This design comes from an exercise in tuning for small area and a short achievable clock period on the open sky130 flow, not from production work.
Function was not checked in any run shown here: the RTL went through the layout flow alone.
No activity file was given, so power comes from the tool's default toggle rates.

## flow/design.v (module list and top-level ports; edited modules follow where they fit)
// module fa: 4 lines
// module ha: 4 lines
// module top_fp_mul_N32_M23_E8: 2651 lines
module top_fp_mul_N32_M23_E8(input  wire clk,
                             input  wire [31:0] a1,
                             input  wire [31:0] b1,
                             output wire [31:0] y);
  // ...
==> flow/run.sh <==
#!/bin/bash
# synth_recipe.tcl (not shown) runs the flow's synth.tcl, then flattens the netlist and writes it again
# the make line also repeats each setting of config.mk as NAME=value (left out here)
make -C /OpenROAD-flow-scripts/flow DESIGN_CONFIG=/design/flow/config.mk WORK_HOME=/design/flow/orfs CLKGATE_MAP_FILE= SYNTH_SCRIPT=/design/flow/synth_recipe.tcl finish
==> flow/config.mk <==
export PLATFORM = sky130hd
export DESIGN_NAME = top_fp_mul_N32_M23_E8
export DESIGN_NICKNAME = top_fp_mul_N32_M23_E8
export VERILOG_FILES = /design/flow/design.v
export SDC_FILE = /design/flow/constraint.sdc
export NUM_CORES = 4
export LEC_CHECK = 0
export CAP_MARGIN = 20
export CORE_MARGIN = 2
export CORE_UTILIZATION = 40
export SLEW_MARGIN = 20
==> flow/constraint.sdc <==
create_clock -name core_clock -period 8.5 [get_ports {clk}]
set_input_delay 1.7000 -clock core_clock [delete_from_list [all_inputs] [get_ports {clk}]]
set_output_delay 1.7000 -clock core_clock [all_outputs]
set_load 0.01 [all_outputs]
==> summary.txt, run 1 <==
- RSZ-0062 raised after global routing: no
- Hold WS: 325 ps
- Clock root buffer: clkbuf_16
- Core footprint: a little over 0.05 mm2
- Post-synth top cells: inv_1, fa_1, and2_1
- Comb_multi_in: ~1,400
- Cells after Synth: between 2,000 and 2,500
- Mean Syn Cell Area: 9.47 um2
- Max reg flops: 24
- Largest family of logic cells by synthesized area: adder cells
- Final wirelength: 57,600 um
- Seq pwr: 0.828 mW
- Status: no timing/DRC/antenna violations
- DIE AREA: 0.0532 mm2
- Overflow after GRT: 0
- First-pass DRT Iterations: 5
- Async SR Flop Fraction: 0%
- Mux share of post-synthesis cell area: 0.341%
- Dpl hpwl: 42,200 um
- Clock slew at reported path FFs: ~60 ps
- PnR worst setup slack: approximately 2500 ps
- Critical Path Source: rx[3]
- CP most frequent cell: ha_1
- P_comb: around 6.4 mW
- Mapped Area: roughly 0.02 mm2
- Postcts setup bufs: 0
- NonClk Buf Share: 5.65%
- Fin nets: around 2,900
- Seq pwr share: 10.3%
- Achievable frequency: 168 MHz
- Die Wd: ~230 um
==> run 2, diff against run 1 <==
--- a/flow/config.mk
+++ b/flow/config.mk
@@ -5,7 +5,9 @@
 export SDC_FILE = /design/flow/constraint.sdc
 export NUM_CORES = 4
 export LEC_CHECK = 0
+export ABC_AREA = 1
 export CAP_MARGIN = 20
 export CORE_MARGIN = 2
 export CORE_UTILIZATION = 40
 export SLEW_MARGIN = 20
+export SYNTH_HIERARCHICAL = 1
==> summary.txt, run 2 <==
- Initial antenna violation count: 0 (was 2)
- Async SR Flop Fraction: 0% (unchanged)
- CP Cell Sequence: buf_4 -> nand2_1 -> inv_1 -> fa_1 -> fa_1 -> fa_1 -> fa_1 -> fa_1 -> fa_1 -> ha_1 -> ha_1 -> nand2_1 -> nor2_1 -> nand3_1 -> nor2_1 -> nand2_1 -> nand4_1 -> nand2_1 (was ha_1 -> a21oi_1 -> o21ai_1 -> a221o_1 -> a221oi_2 -> or2_1 -> buf_4 -> inv_4 -> ha_1 -> and3_1 -> nand3_1 -> xnor2_1 -> clkdlybuf4s50_1)
- Clock slew at reported path FFs: 60 ps (about the same)
- Post-synth top area share: 48.8% (was 47.3%)
- Vias in the first global route: 16,500 (was 16,600)
- Syn Nets: 2,965 (was 2,823)
- Cells after Synth: 2,333 (was 2,169)
- Crit-path slowest cell: dfxtp_1 (was clkdlybuf4s50_1)
- Sink Count: 114 (unchanged)
- Crit share post-route: 65.7% (was 70.1%)
- CTS tree: done (unchanged)
- Measured slew at the worst slew-check pin: 788 ps (was 944 ps)
- Worst vdd ir: 0.385 mV (was 0.327 mV)
- First-pass DRT Iterations: 8 (was 5)
- Top cell type by total area after synthesis: fa_1 (unchanged)
- FF-to-FF Start: rb[15] (was ra[5])
- Max reg flops: 24 (unchanged)
- # rows: 81 (was 83)
- Mean Syn Cell Area: 8.55 um2 (was 9.47 um2)
- Final wirelength: 57,800 um (was 57,600 um)
- # H-tree levels: 4 (unchanged)
- Fin nets: 3,019 (was 2,879)
- Fill count: 4,809 (was 4,938)
- Vias per Instance: 4.90 (was 4.99)
- Fin. Hold Viols: 0 (unchanged)
- Clock root buffer: clkbuf_16 (unchanged)
- Synth warnings: 7 (was 1)
- Req. time, crit path: 8840 ps (was 6800 ps)
- Post-synth EDFFs: 0 (unchanged)
- #FFs+latches synth: 114 (unchanged)
- Total GRT Usage: 23.7% (was 23.1%)
- Clock insertion delay at the later pin of the skew report: 460 ps (about the same)
- Core footprint: 0.0491 mm2 (was 0.0511 mm2)
- ANT cells: 0 (was 2)
- Die Wd: 227 um (was 231 um)
- Resized cells post-CTS: 0 (unchanged)
- First-pass GRT wire length: 91,300 um (was 92,200 um)
- Max-slew violations: 0 (unchanged)
- Share of layout cells above drive strength 1: 4.75% (was 3.84%)
- Count leader, synth: nand2_1 (was inv_1)
- Postcts setup bufs: 0 (unchanged)
- Critical path class: reg2reg (was reg2out)
- Status: no timing/DRC/antenna violations (unchanged)
- Final setup fails: 0 (unchanged)
- Design Area, Final: 0.0222 mm2 (was 0.0230 mm2)
- CTS buffer count: 17 (unchanged)
- Overflow after GRT: 0 (unchanged)
- DRC viols: 0 (unchanged)
- Wire per inst: 18.9 um (was 19.7 um)
- Drt first-iter violations: 1,362 (was 879)
- Largest net degree at the start of global routing: 31 (was 26)
- Period minus WS final: 5580 ps (was 5960 ps)
- Clock Path Buffers: 2 (unchanged)
- Buffers on Ports: 96 (unchanged)
- Worst Min Path Start: re[7] (was re[0])
- Most common cell after layout, fill and taps aside: nand2_1 (was inv_1)
- CP most frequent cell: fa_1 (was ha_1)
- Number of instances in the placed design: 3,032 (was 2,886)
- Worst setup EP type: register (was output port)
- Post-synthesis sequential area ratio: 11.4% (was 11.1%)
- Via Count: 15,000 (was 14,600)
- Setup TNS: 0 ps (unchanged)
- Worst setup SP type: register (unchanged)
- Dpl hpwl: 42,500 um (was 42,200 um)
- Slew headroom: 47.4% (was 37.0%)
- Leakage: 13.4 nW (was 11.1 nW)
- Non-filler cells, final: 3,064 (was 2,920)
- Clk_skew: 19.4 ps (was 27.0 ps)
- Pwr/cell area: 358 mW/mm2 (was 351 mW/mm2)
- DIE AREA: 0.0516 mm2 (was 0.0532 mm2)
- Hold-fix buffers, CTS: 0 (unchanged)
- Starting density of the core: 40.6% (was 40.2%)
- Cell family with most CP delay: adder cells (was compound AO/OA/AOI/OAI gates)
- Post-synth top flop: dfxtp_1 (unchanged)
- Placed inst area: 0.0216 mm2 (was 0.0223 mm2)
- Layout overhead on the synthesized area: 11.4% (was 11.8%)
- # IOs: 97 (unchanged)
- Critical Path AT: 5930 ps (was 4260 ps)
- Final Wtd Congestion: 0.880 (was 0.857)
- Post-synth top cells: nand2_1, inv_1, fa_1 (was inv_1, fa_1, and2_1)
- Die Y: 227 um (was 231 um)
- Synth top area cells: fa_1, nand2_1, dfxtp_1 (was fa_1, dfxtp_1, and2_1)
- Critical Path Source: rb[15] (was rx[3])
- Fin util: 45.3% (was 45.0%)
- Achievable frequency: 179 MHz (was 168 MHz)
- Mapped Area: 0.0199 mm2 (was 0.0206 mm2)
- Max cap viols: 0 (unchanged)
- Synth unique cells: 42 (was 58)
- Max incr delay on CP: 680 ps (was 580 ps)
- Worst hold path class: reg2reg (unchanged)
- RSZ-0062 raised after global routing: no (unchanged)
- Critical-path maximum fanout: 15 (was 25)
- Most flops, register: ry (unchanged)
- CP bufs+invs: 2 (was 3)
- Antenna-violating nets left: 0 (unchanged)
- Most frequent cells in the layout: nand2_1, inv_1, fa_1, dfxtp_1, clkdlybuf4s50_1 (was inv_1, fa_1, and2_1, nand2_1, dfxtp_1)
-- run 2: cell types whose count changed after synthesis, sizes merged, moves of 15 or more --
cell,delta
xnor2,-15
inv,+53
nand2,+534
nand3,+42
ha,-22
and2,-352
-- run 2: worst register-to-register path, cell delays in order (launching register included) --
cell     delay (ps)
dfxtp_1         680
buf_4           390
nand2_1          90
inv_1           100
fa_1            450
fa_1            480
fa_1            530
fa_1            460
fa_1            550
fa_1            420
ha_1            290
ha_1            340
nand2_1          80
nor2_1          160
nand3_1         110
nor2_1          110
nand2_1          80
nand4_1         120
nand2_1          60
-- run 2: kinds of logic (layout without fill, tap and decap cells) --
logic type	Yosys count	in the layout	share of synthesized area [%]
compound gates	84	84	2.50
simple gates	826	826	16.9
xor+xnor	45	45	1.98
flops	114	114	11.4
fa+ha+maj	567	567	53.9
buf+inv	697	764	13.3
-- run 2: layer usage --
layer	global-route usage [%]	share of wire (%)	vias to the layer above	routed length [um]
li1	-	-	6716	-
met1	30.7	40	7507	23000
met2	40.6	49	692	28600
met3	4.01	8.1	108	4700
met4	7.36	2.8	0	1600
met5	0	0	-	0
-- run 2: worst paths after layout --
| kind | end | slack (ps) | cells after the start |
|---|---|---|---|
| worst max-delay path | rp22 | 2920 | 18 |
| worst min-delay path | re2[7] | 320 | 0 |
| worst max register to register | rp22 | 2920 | 18 |
| worst min register to register | re2[7] | 320 | 0 |
-- run 2: modules after synthesis, one instance, submodules excluded --
module	area, um2	cells inside	copies in the design
fa	20.0	1	484
top_fp_mul_N32_M23_E8	9970	1827	1
ha	12.5	1	22
-- run 2: power by group --
group | internal, mW | switching, mW | total, mW | leakage, nW
registers | 0.755 | 0.0793 | 0.834 | 0.960
clock network | 0.414 | 0.304 | 0.718 | 0.279
logic | 2.83 | 3.58 | 6.40 | 12.2
total | 4.00 | 3.96 | 7.96 | 13.4
-- run 2: cell type report --
| cell class | count | area, um2 | area share [%] |
|---|---|---|---|
| clock buffer | 17 | 425 | 1.92 |
| clock inverter | 15 | 161 | 0.727 |
| inverter | 597 | 2240 | 10.1 |
| multi-input combinational | 1522 | 15000 | 67.6 |
| sequential | 114 | 2290 | 10.3 |
| tap | 664 | 831 | 3.74 |
| timing repair buffer | 135 | 1250 | 5.65 |
-- run 2: through the flow --
stage | hold slack, ps | total power [mW] | setup slack, ps
after CTS | 320 | 8.11 | 2800
final | 321 | 7.96 | 2920
after global placement | 310 | 7.24 | 2890
after global routing | 328 | 8.90 | 2700
after detailed placement | 313 | 7.32 | 2850
after floorplan | 310 | 5.23 | 3650

==> what the ideal ports hide <==
No port has a modelled driver above. Below, the same layouts with a new extraction and two added sets of constraints. Step 1, drivers: a clkbuf_16 drives clk and a buf_2 each remaining input, both assumed. Step 2 adds t to the input delays and takes it off the output delays; t is the mean of the earliest and latest rising clock arrival at the registers after step 1. Input paths then give back, and output paths get back, about the clock's delay inside the block. Slacks: no drivers / after step 1 / after step 2; pairs: no drivers / after step 1.
run | t (ns) | setup WS [ns] | worst data-port slew with drivers (ns)
run 1 | 0.502 | 2.545 / 2.489 / 2.647 | 0.05
run 2 | 0.502 | 2.917 / 2.917 / 2.917 | 0.07
After both steps setup and hold are still met in every run listed.
